This is an optimization exercise on Yosys and OpenROAD, whose aim is small area and a short achievable clock period, not a production implementation. In this exercise RTL edits were held to simulation tests only and were not proved equivalent to the original.

===== flow/config.mk =====
export PLATFORM = sky130hd
export DESIGN_NAME = FPU
export DESIGN_NICKNAME = FPU
export VERILOG_FILES = /design/flow/design.v
export SDC_FILE = /design/flow/constraint.sdc
export NUM_CORES = 4
export LEC_CHECK = 0
export CAP_MARGIN = 20
export CORE_MARGIN = 2
export CORE_UTILIZATION = 40
export SLEW_MARGIN = 20

===== flow/constraint.sdc =====
create_clock -name core_clock -period 21.0 [get_ports {clk}]
set_input_delay 4.2000 -clock core_clock [delete_from_list [all_inputs] [get_ports {clk}]]
set_output_delay 4.2000 -clock core_clock [all_outputs]
set_load 0.01 [all_outputs]

===== flow/design.v =====
module addition_normaliser(in_e, in_m, out_e, out_m);
  input [7:0] in_e;
  input [24:0] in_m;
  output [7:0] out_e;
  output [24:0] out_m;
  wire [7:0] in_e;
  wire [24:0] in_m;
  reg [7:0] out_e;
  reg [24:0] out_m;
  always @ ( * ) 
  begin
		out_e = in_e;
		out_m = in_m;
		if (in_m[23:3] == 21'b000000000000000000001) 
		begin
			out_e = in_e - 20;
			out_m = in_m << 20;
		end 
		else if (in_m[23:4] == 20'b00000000000000000001) 
		begin
			out_e = in_e - 19;
			out_m = in_m << 19;
		end 
		else if (in_m[23:5] == 19'b0000000000000000001) 
		begin
			out_e = in_e - 18;
			out_m = in_m << 18;
		end 
		else if (in_m[23:6] == 18'b000000000000000001) 
		begin
			out_e = in_e - 17;
			out_m = in_m << 17;
		end 
		else if (in_m[23:7] == 17'b00000000000000001) 
		begin
			out_e = in_e - 16;
			out_m = in_m << 16;
		end 
		else if (in_m[23:8] == 16'b0000000000000001) 
		begin
			out_e = in_e - 15;
			out_m = in_m << 15;
		end 
		else if (in_m[23:9] == 15'b000000000000001) 
		begin
			out_e = in_e - 14;
			out_m = in_m << 14;
		end 
		else if (in_m[23:10] == 14'b00000000000001) 
		begin
			out_e = in_e - 13;
			out_m = in_m << 13;
		end 
		else if (in_m[23:11] == 13'b0000000000001) 
		begin
			out_e = in_e - 12;
			out_m = in_m << 12;
		end 
		else if (in_m[23:12] == 12'b000000000001) 
		begin
			out_e = in_e - 11;
			out_m = in_m << 11;
		end 
		else if (in_m[23:13] == 11'b00000000001) 
		begin
			out_e = in_e - 10;
			out_m = in_m << 10;
		end 
		else if (in_m[23:14] == 10'b0000000001) 
		begin
			out_e = in_e - 9;
			out_m = in_m << 9;
		end 
		else if (in_m[23:15] == 9'b000000001) 
		begin
			out_e = in_e - 8;
			out_m = in_m << 8;
		end 
		else if (in_m[23:16] == 8'b00000001) 
		begin
			out_e = in_e - 7;
			out_m = in_m << 7;
		end 
		else if (in_m[23:17] == 7'b0000001) 
		begin
			out_e = in_e - 6;
			out_m = in_m << 6;
		end 
		else if (in_m[23:18] == 6'b000001) 
		begin
			out_e = in_e - 5;
			out_m = in_m << 5;
		end 
		else if (in_m[23:19] == 5'b00001) 
		begin
			out_e = in_e - 4;
			out_m = in_m << 4;
		end 
		else if (in_m[23:20] == 4'b0001) 
		begin
			out_e = in_e - 3;
			out_m = in_m << 3;
		end 
		else if (in_m[23:21] == 3'b001) 
		begin
			out_e = in_e - 2;
			out_m = in_m << 2;
		end 
		else if (in_m[23:22] == 2'b01) 
		begin
			out_e = in_e - 1;
			out_m = in_m << 1;
		end
  end
endmodule
module adder(a, b, out);
  input  [31:0] a, b;
  output [31:0] out;
  wire [31:0] out;
	reg a_sign;
	reg [7:0] a_exponent;
	reg [23:0] a_mantissa;
	reg b_sign;
	reg [7:0] b_exponent;
	reg [23:0] b_mantissa;
  reg o_sign;
  reg [7:0] o_exponent;
  reg [24:0] o_mantissa;
  reg [7:0] diff;
  reg [23:0] tmp_mantissa;
  reg [7:0] tmp_exponent;
  reg  [7:0] i_e;
  reg  [24:0] i_m;
  reg  [7:0] pre_exponent;
  reg  [24:0] pre_mantissa;
  reg  pre_sign;
  wire [7:0] o_e;
  wire [24:0] o_m;
  addition_normaliser norm1
  (
    .in_e(i_e),
    .in_m(i_m),
    .out_e(o_e),
    .out_m(o_m)
  );
  reg n_sign;
  reg [7:0] n_exponent;
  reg [24:0] n_mantissa;
  assign out[31] = n_sign;
  assign out[30:23] = n_exponent;
  assign out[22:0] = n_mantissa[22:0];
  always @ ( * ) begin
		diff = 0;
		tmp_mantissa = 0;
		a_sign = a[31];
		if(a[30:23] == 0) 
		begin
			a_exponent = 8'b00000001;
			a_mantissa = {1'b0, a[22:0]};
		end 
		else 
		begin
			a_exponent = a[30:23];
			a_mantissa = {1'b1, a[22:0]};
		end
		b_sign = b[31];
		if(b[30:23] == 0) 
		begin
			b_exponent = 8'b00000001;
			b_mantissa = {1'b0, b[22:0]};
		end 
		else 
		begin
			b_exponent = b[30:23];
			b_mantissa = {1'b1, b[22:0]};
		end
    if (a_exponent == b_exponent) 
	 begin  
      o_exponent = a_exponent;
      if (a_sign == b_sign) 
		begin  
        o_mantissa = a_mantissa + b_mantissa;
        o_mantissa[24] = 1;
        o_sign = a_sign;
      end 
		else 
		begin  
        if(a_mantissa > b_mantissa) 
		  begin
          o_mantissa = a_mantissa - b_mantissa;
          o_sign = a_sign;
        end 
		  else 
		  begin
          o_mantissa = b_mantissa - a_mantissa;
          o_sign = b_sign;
        end
      end
    end 
	 else 
	 begin  
      if (a_exponent > b_exponent) 
		begin  
        o_exponent = a_exponent;
        o_sign = a_sign;
				diff = a_exponent - b_exponent;
        tmp_mantissa = b_mantissa >> diff;
        if (a_sign == b_sign)
          o_mantissa = a_mantissa + tmp_mantissa;
        else
          	o_mantissa = a_mantissa - tmp_mantissa;
      end 
		else
		begin  
        o_exponent = b_exponent;
        o_sign = b_sign;
        diff = b_exponent - a_exponent;
        tmp_mantissa = a_mantissa >> diff;
        if (a_sign == b_sign) 
		  begin
          o_mantissa = b_mantissa + tmp_mantissa;
        end 
		  else 
		  begin
					o_mantissa = b_mantissa - tmp_mantissa;
        end
      end
    end
    pre_sign = o_sign;
    pre_exponent = o_exponent;
    pre_mantissa = o_mantissa;
  end
  always @ ( * ) begin
    i_e = pre_exponent;
    i_m = pre_mantissa;
    n_sign = pre_sign;
    n_exponent = pre_exponent;
    n_mantissa = pre_mantissa;
    if(n_mantissa[24] == 1) 
	 begin
      n_exponent = n_exponent + 1;
      n_mantissa = n_mantissa >> 1;
    end 
	 else if((n_mantissa[23] != 1) && (n_exponent != 0)) 
	 begin
      n_exponent = o_e;
      n_mantissa = o_m;
    end
  end
endmodule
module multiplication_normaliser(in_e, in_m, out_e, out_m);
  input [7:0] in_e;
  input [47:0] in_m;
  output [7:0] out_e;
  output [47:0] out_m;
  wire [7:0] in_e;
  wire [47:0] in_m;
  reg [7:0] out_e;
  reg [47:0] out_m;
  always @ ( * ) 
  begin
		out_e = in_e;
		out_m = in_m;
	  if (in_m[46:41] == 6'b000001) 
	  begin
			out_e = in_e - 5;
			out_m = in_m << 5;
		end 
		else if (in_m[46:42] == 5'b00001) 
		begin
			out_e = in_e - 4;
			out_m = in_m << 4;
		end 
		else if (in_m[46:43] == 4'b0001) 
		begin
			out_e = in_e - 3;
			out_m = in_m << 3;
		end 
		else if (in_m[46:44] == 3'b001) 
		begin
			out_e = in_e - 2;
			out_m = in_m << 2;
		end 
		else if (in_m[46:45] == 2'b01) 
		begin
			out_e = in_e - 1;
			out_m = in_m << 1;
		end
  end
endmodule
module multiplier(a, b, out);
  input  [31:0] a, b;
  output [31:0] out;
  wire [31:0] out;
	reg a_sign;
  reg [7:0] a_exponent;
  reg [23:0] a_mantissa;
	reg b_sign;
  reg [7:0] b_exponent;
  reg [23:0] b_mantissa;
  reg o_sign;
  reg [7:0] o_exponent;
  reg [24:0] o_mantissa;
	reg [47:0] product;
  reg [7:0] n_exponent;
  reg [24:0] n_mantissa;
  reg [47:0] n_product;
  assign out[31] = o_sign;
  assign out[30:23] = n_exponent;
  assign out[22:0] = n_mantissa[22:0];
	reg  [7:0] i_e;
	reg  [47:0] i_m;
	reg  [7:0] pre_exponent;
	reg  [47:0] pre_product;
	wire [7:0] o_e;
	wire [47:0] o_m;
	multiplication_normaliser norm1
	(
		.in_e(i_e),
		.in_m(i_m),
		.out_e(o_e),
		.out_m(o_m)
	);
  always @ ( * ) 
  begin
		a_sign = a[31];
		if(a[30:23] == 0) 
		begin
			a_exponent = 8'b00000001;
			a_mantissa = {1'b0, a[22:0]};
		end 
		else 
		begin
			a_exponent = a[30:23];
			a_mantissa = {1'b1, a[22:0]};
		end
		b_sign = b[31];
		if(b[30:23] == 0) 
		begin
			b_exponent = 8'b00000001;
			b_mantissa = {1'b0, b[22:0]};
		end 
		else 
		begin
			b_exponent = b[30:23];
			b_mantissa = {1'b1, b[22:0]};
		end
    o_sign = a_sign ^ b_sign;
    o_exponent = a_exponent + b_exponent - 127;
    product = a_mantissa * b_mantissa;
    pre_exponent = o_exponent;
    pre_product = product;
	end
	always @ ( * ) 
	begin
    i_e = pre_exponent;
    i_m = pre_product;
    n_exponent = pre_exponent;
    n_product = pre_product;
    if(n_product[47] == 1) 
	 begin
      n_exponent = n_exponent + 1;
      n_product = n_product >> 1;
    end 
	 else if((n_product[46] != 1) && (n_exponent != 0)) 
	 begin
      n_exponent = o_e;
      n_product = o_m;
    end
		n_mantissa = n_product[46:23];
	end
endmodule
module FPU(clk, A, B, opcode, O,flags);
	input clk;
	input [31:0] A, B;
	input [1:0] opcode;
	output [31:0] O;
	output [6:0] flags;
	wire [31:0] O;
	wire [7:0] a_exponent;
	wire [23:0] a_mantissa;
	wire [7:0] b_exponent;
	wire [23:0] b_mantissa;
	reg        o_sign;
	reg [7:0]  o_exponent;
	reg [24:0] o_mantissa;
	wire a_sign, b_sign;
	wire [31:0] adder_a_in;
	wire [31:0] adder_b_in;
	wire [31:0] adder_out;
	wire [31:0] multiplier_a_in;
	wire [31:0] multiplier_b_in;
	wire [31:0] multiplier_out;
	reg Z,S,NaN_A,NaN_B,inf_A,inf_B,NOP;
	assign O[31] = o_sign;
	assign O[30:23] = o_exponent;
	assign O[22:0] = o_mantissa[22:0];
	assign a_sign = A[31];
	assign a_exponent[7:0] = A[30:23];
	assign a_mantissa[23:0] = {1'b1, A[22:0]};
	assign b_sign = B[31];
	assign b_exponent[7:0] = B[30:23];
	assign b_mantissa[23:0] = {1'b1, B[22:0]};
	assign adder_a_in = A;
	assign adder_b_in = opcode[0] ? {~B[31], B[30:0]} : B;
	assign multiplier_a_in = A;
	assign multiplier_b_in = B;
	assign flags[0]=inf_B;
	assign flags[1]=inf_A;
	assign flags[2]=NaN_B;
	assign flags[3]=NaN_A;
	assign flags[4]=S;
	assign flags[5]=Z;
	assign flags[6]=NOP;
	adder A1
	(
		.a(adder_a_in),
		.b(adder_b_in),
		.out(adder_out)
	);
	multiplier M1
	(
		.a(multiplier_a_in),
		.b(multiplier_b_in),
		.out(multiplier_out)
	);
	always @ (*)
	begin
		NOP=0;
		o_sign=0;
		o_exponent=0;
		o_mantissa=0;
		if (opcode[1]==0 && opcode[0]==0) 
		begin
			NOP=0;
			if ((a_exponent == 255 && a_mantissa != 0) || (b_exponent == 0) && (b_mantissa == 0)) 
				begin
					o_sign = a_sign;
					o_exponent = a_exponent;
					o_mantissa = a_mantissa;
				end 
			else if ((b_exponent == 255 && b_mantissa != 0) || (a_exponent == 0) && (a_mantissa == 0)) 
				begin
					o_sign = b_sign;
					o_exponent = b_exponent;
					o_mantissa = b_mantissa;
				end 
			else if ((a_exponent == 255) || (b_exponent == 255)) 
				begin
					o_sign = a_sign ^ b_sign;
					o_exponent = 255;
					o_mantissa = 0;
				end 
			else 
				begin  
					o_sign = adder_out[31];
					o_exponent = adder_out[30:23];
					o_mantissa = adder_out[22:0];
				end
		end
		else if (opcode[1]==0 && opcode[0]==1) 
		begin
			NOP=0;
			if(A==B)
				begin
					o_exponent=0;
					o_mantissa[22:0]=0;
					o_sign=0;
				end
			else
			begin
			if ((a_exponent == 255 && a_mantissa != 0) || (b_exponent == 0) && (b_mantissa == 0)) 
				begin
					o_sign = a_sign;
					o_exponent = a_exponent;
					o_mantissa = a_mantissa;
				end 
			else if ((b_exponent == 255 && b_mantissa != 0) || (a_exponent == 0) && (a_mantissa == 0)) 
				begin
					o_sign = b_sign;
					o_exponent = b_exponent;
					o_mantissa = b_mantissa;
				end 
			else if ((a_exponent == 255) || (b_exponent == 255)) 
				begin
					o_sign = a_sign ^ b_sign;
					o_exponent = 255;
					o_mantissa = 0;
				end 
			else 
				begin  
					o_sign = adder_out[31];
					o_exponent = adder_out[30:23];
					o_mantissa = adder_out[22:0];
				end
		end
		end
		else if(opcode[1]==1 && opcode[0]==0) 
		begin  
			NOP=0;
			if (a_exponent == 255 && a_mantissa != 0) 
				begin
					o_sign = a_sign;
					o_exponent = 255;
					o_mantissa = a_mantissa;
				end 
			else if (b_exponent == 255 && b_mantissa != 0) 
				begin
					o_sign = b_sign;
					o_exponent = 255;
					o_mantissa = b_mantissa;
				end 
			else if ((a_exponent == 0) && (a_mantissa == 0) || (b_exponent == 0) && (b_mantissa == 0)) 
				begin
					o_sign = a_sign ^ b_sign;
					o_exponent = 0;
					o_mantissa = 0;
				end 
			else if ((a_exponent == 255) || (b_exponent == 255)) 
				begin
					o_sign = a_sign;
					o_exponent = 255;
					o_mantissa = 0;
				end 
			else 
				begin  
					o_sign = multiplier_out[31];
					o_exponent = multiplier_out[30:23];
					o_mantissa = multiplier_out[22:0];
				end
		end
		else if(opcode[0]==1 && opcode[1]==1)
			begin
				NOP=1;
			end
	end
	always@(posedge clk)
	begin
		if(a_exponent == 255 && a_mantissa[22:0] != 0)
			NaN_A=1;
		else 
			NaN_A=0;
		if(b_exponent == 255 && b_mantissa[22:0] != 0)
			NaN_B=1;
		else
			NaN_B=0;
		if(b_exponent == 255 && b_mantissa[22:0] == 0)
			inf_B=1;
		else
			inf_B=0;
		if(a_exponent == 255 && a_mantissa[22:0] == 0)
			inf_A=1;
		else
			inf_A=0;
		if(o_sign==1)
			S=1;
		else
			S=0;
		if(o_exponent==8'b0 && o_mantissa[22:0]==0)
			Z=1;
		else
			Z=0;	
	end
endmodule

===== flow/run.sh =====
#!/bin/bash
# synth_recipe.tcl (not shown) runs the flow's synth.tcl, then flattens the netlist and writes it again
# the make line also repeats each setting of config.mk as NAME=value (left out here)
make -C /OpenROAD-flow-scripts/flow DESIGN_CONFIG=/design/flow/config.mk WORK_HOME=/design/flow/orfs CLKGATE_MAP_FILE= SYNTH_SCRIPT=/design/flow/synth_recipe.tcl finish

==> impl_metrics.py <==
metrics = {
    "outcome": {
        "outcome": "timing/DRC/antenna clean",
    },
    "worst_hold_path": {
        "hold_path_class": "primary input to register",
        "worstHoldStart": "B[17]",
        "holdPathStages": 4,
        "min_to": "inf_B",
    },
    "timing": {
        "period_minus_slack_ns": 20.76,
        "post-route-period-util": 0.989,
        "fin_ws_ns": 0.241,
        "slew_viol_final": 0,
        "fmaxAchievable_mhz": 48.2,
        "finalSetupViolations": 0,
        "hold_viol": 0,
        "rsz0062_at_grt": "no",
        "worst_pin_slew_ns": 1.29,
        "fin_tns_setup_ns": 0,
        "relSlewSlack": 0.142,
    },
    "drt": {
        "num_vias": 49000,
        "drt_iter0_markers": 6735,
        "drtAntennaViolNets": 0,
        "drc": 0,
        "routed_wirelength_um": 236000,
        "viasPerCell": 6.86,
        "first_pass_iters": 7,
        "wl_per_cell_um": 33.1,
    },
    "synthesis": {
        "synth_edf_count": 0,
        "syn_area_um2": 41300,
        "yosys_register_bits": 6,
        "yosys.area.top_type": "fa_1",
        "ys.flop_type": "dfxtp_1",
        "ys_seq_area_frac": 0.00291,
        "yosys.area.top_type_share": 0.236,
        "syn_nets": 6759,
        "ys_warn_count": 5,
        "yosys.cell_types.count": 106,
        "async_reset_ff_frac": 0,
        "netlist_instances": 5851,
        "syn_avg_cell_area_um2": 7.06,
        "synthTopCellsByArea": "fa_1 24%, ha_1 11%, nand2_1 7.0%",
    },
    "clock_network": {
        "clock_sinks": 6,
        "tritoncts": "built",
        "cts-buffers-inserted": 3,
        "holdBufCountCts": 0,
        "cts_buffer_depth": 2,
        "h-tree-depth": 1,
        "clkTransAtPathRegs_ns": 0.04,
        "cts-root-buf": "clkbuf_16",
    },
    "global_routing": {
        "grt_max_degree": 57,
        "grtUsageTotal": 0.430,
        "antenna_found_initial": 8,
        "grt_pass1_vias": 47200,
        "grt_pass1_wl_um": 336000,
        "grt-ovfl-total": 0,
    },
    "floorplan": {
        "die_y_um": 325,
        "ios": 106,
        "rows": 117,
        "core_region_area_um2": 102000,
        "die_x_um": 325,
        "floorplan.die_area_um2": 106000,
        "initial_core_util": 0.404,
    },
    "placed_design": {
        "dp_hpwl_um": 183000,
        "io_buffers": 105,
        "preCtsSetupSlack_ns": 0.812,
        "dp_cells": 7131,
        "place_congestion": 1.13,
    },
    "critical_path": {
        "worst-path-buf-inv": 6,
        "worstSetupStartpointType": "primary input",
        "crit_slowest_cell": "and3_1",
        "path_class": "primary input to primary output",
        "cp.required_ns": 16.80,
        "path_max_fanout": 24,
        "crit_arrival_ns": 16.56,
        "end_kind": "primary output",
        "crit_family": "adder cells",
        "cpMostUsedCell": "fa_1",
        "cp_slowest_stage_delay_ns": 0.96,
    },
    "final_layout": {
        "mostFrequentLayoutCell": "nand2_1",
        "drive_gt1_frac": 0.0719,
        "final_cell_mix": "772 x nand2_1, 623 x inv_1, 532 x nor2_1",
        "nNetsFinal": 6678,
        "final_core_utilization": 0.435,
        "stdcell_count": 7141,
        "area_growth_pct": 7.48,
    },
    "run": {
        "max_cap_violations": 0,
    },
}
## sequential cells by signal, summed over array words and instances, names as in the netlist
signal / cells
NaN_B: 1
inf_B: 1
Z: 1
inf_A: 1
NaN_A: 1
S: 1
## stage by stage
stage / hold slack (ns) / cell area (µm²)
after detailed placement: 4.94 / 44300
after global routing: 4.71 / 44400
final: 4.71 / 44400
after CTS: 4.67 / 44400
after global placement: 4.93 / 44300
after floorplan: 4.38 / 41300
## synthesized netlist by cell type, types with 54 or more instances
master,n
a31oi_1,75
nand2_1,772
inv_1,623
o211ai_1,100
mux2i_1,72
nor3_1,128
fa_1,488
a211oi_1,74
a21o_1,59
clkbuf_1,317
nand3_1,152
o21ai_0,336
nand4_1,69
xnor2_1,99
nor2_1,537
buf_1,54
ha_1,353
a21oi_1,396
o22ai_1,88
## metal layers
layer | track usage | vias up | routed length, µm
met5 | 0 | - | 63
met4 | 0.292 | 10 | 20500
met3 | 0.113 | 1052 | 28400
met2 | 0.652 | 3694 | 99700
met1 | 0.533 | 23900 | 87800
li1 | - | 20300 | -
## cell families (layout without fill, tap and decap cells)
| family | count (synthesis) | in the layout | synth area share |
|---|---|---|---|
| AND/OR/NAND/NOR | 2010 | 2010 | 0.223 |
| other | 0 | 5 | 0 |
| XOR/XNOR | 149 | 149 | 0.0319 |
| multiplexers | 104 | 104 | 0.0294 |
| AO/OA/AOI/OAI | 1650 | 1650 | 0.267 |
| flip-flops | 6 | 6 | 0.00291 |
| adder cells (fa/ha/maj) | 841 | 841 | 0.343 |
| buffers and inverters | 1091 | 1008 | 0.103 |
## worst max path at each step
| stage | startpoint | end | slack, ns | depth (start not counted) |
|---|---|---|---|---|
| after floorplan | B[24] | O[30] | 3.52 | 40 |
| after global placement | A[24] | O[19] | 0.59 | 30 |
| after detailed placement | A[24] | O[4] | 0.81 | 28 |
| after CTS | A[24] | O[4] | 0.78 | 28 |
| after global routing | B[24] | O[20] | 0.05 | 42 |
| final | A[24] | O[4] | 0.24 | 28 |
## timing repair
item | CTS | global route
buffers inserted | 0 | 2
resized for setup | 0 | 2
endpoints found under the setup margin | 0 | 3
## final cells by class
type                            count  area, µm²
Fill cell                       10800      57800
Multi-Input combinational cell   4754      37100
Timing Repair Buffer              359       2960
Inverter                          646       2420
Tap cell                         1368       1710
Sequential cell                     6        120
Clock buffer                        3       75.1
Antenna cell                        5       12.5

[static timing again, ports no longer ideal]
In the flow no input, the clock included, has a driving cell. The finished layout below was timed again as built, in two steps.
Step 1, drivers: a clkbuf_16 drives clk and a buf_2 each remaining input, both assumed.
Step 2 moves the port delays by t, midway between the first and last clock arrival at a register: inputs arrive t later, outputs are due t later. That takes back most of the time a late clock gives input paths.
Three values: no drivers, after step 1, after step 2; two values: the first two.
t (ns): 0.320
setup slack, ns: 0.241 / 0.199 / 0.199
hold slack, ns: 4.714 / 4.697 / 4.947
worst data-port slew with drivers (ns): 0.20
After both steps this run still meets setup and hold. The setup slack of this run moves by -0.042 ns with the drivers and by -0.042 ns with both steps.
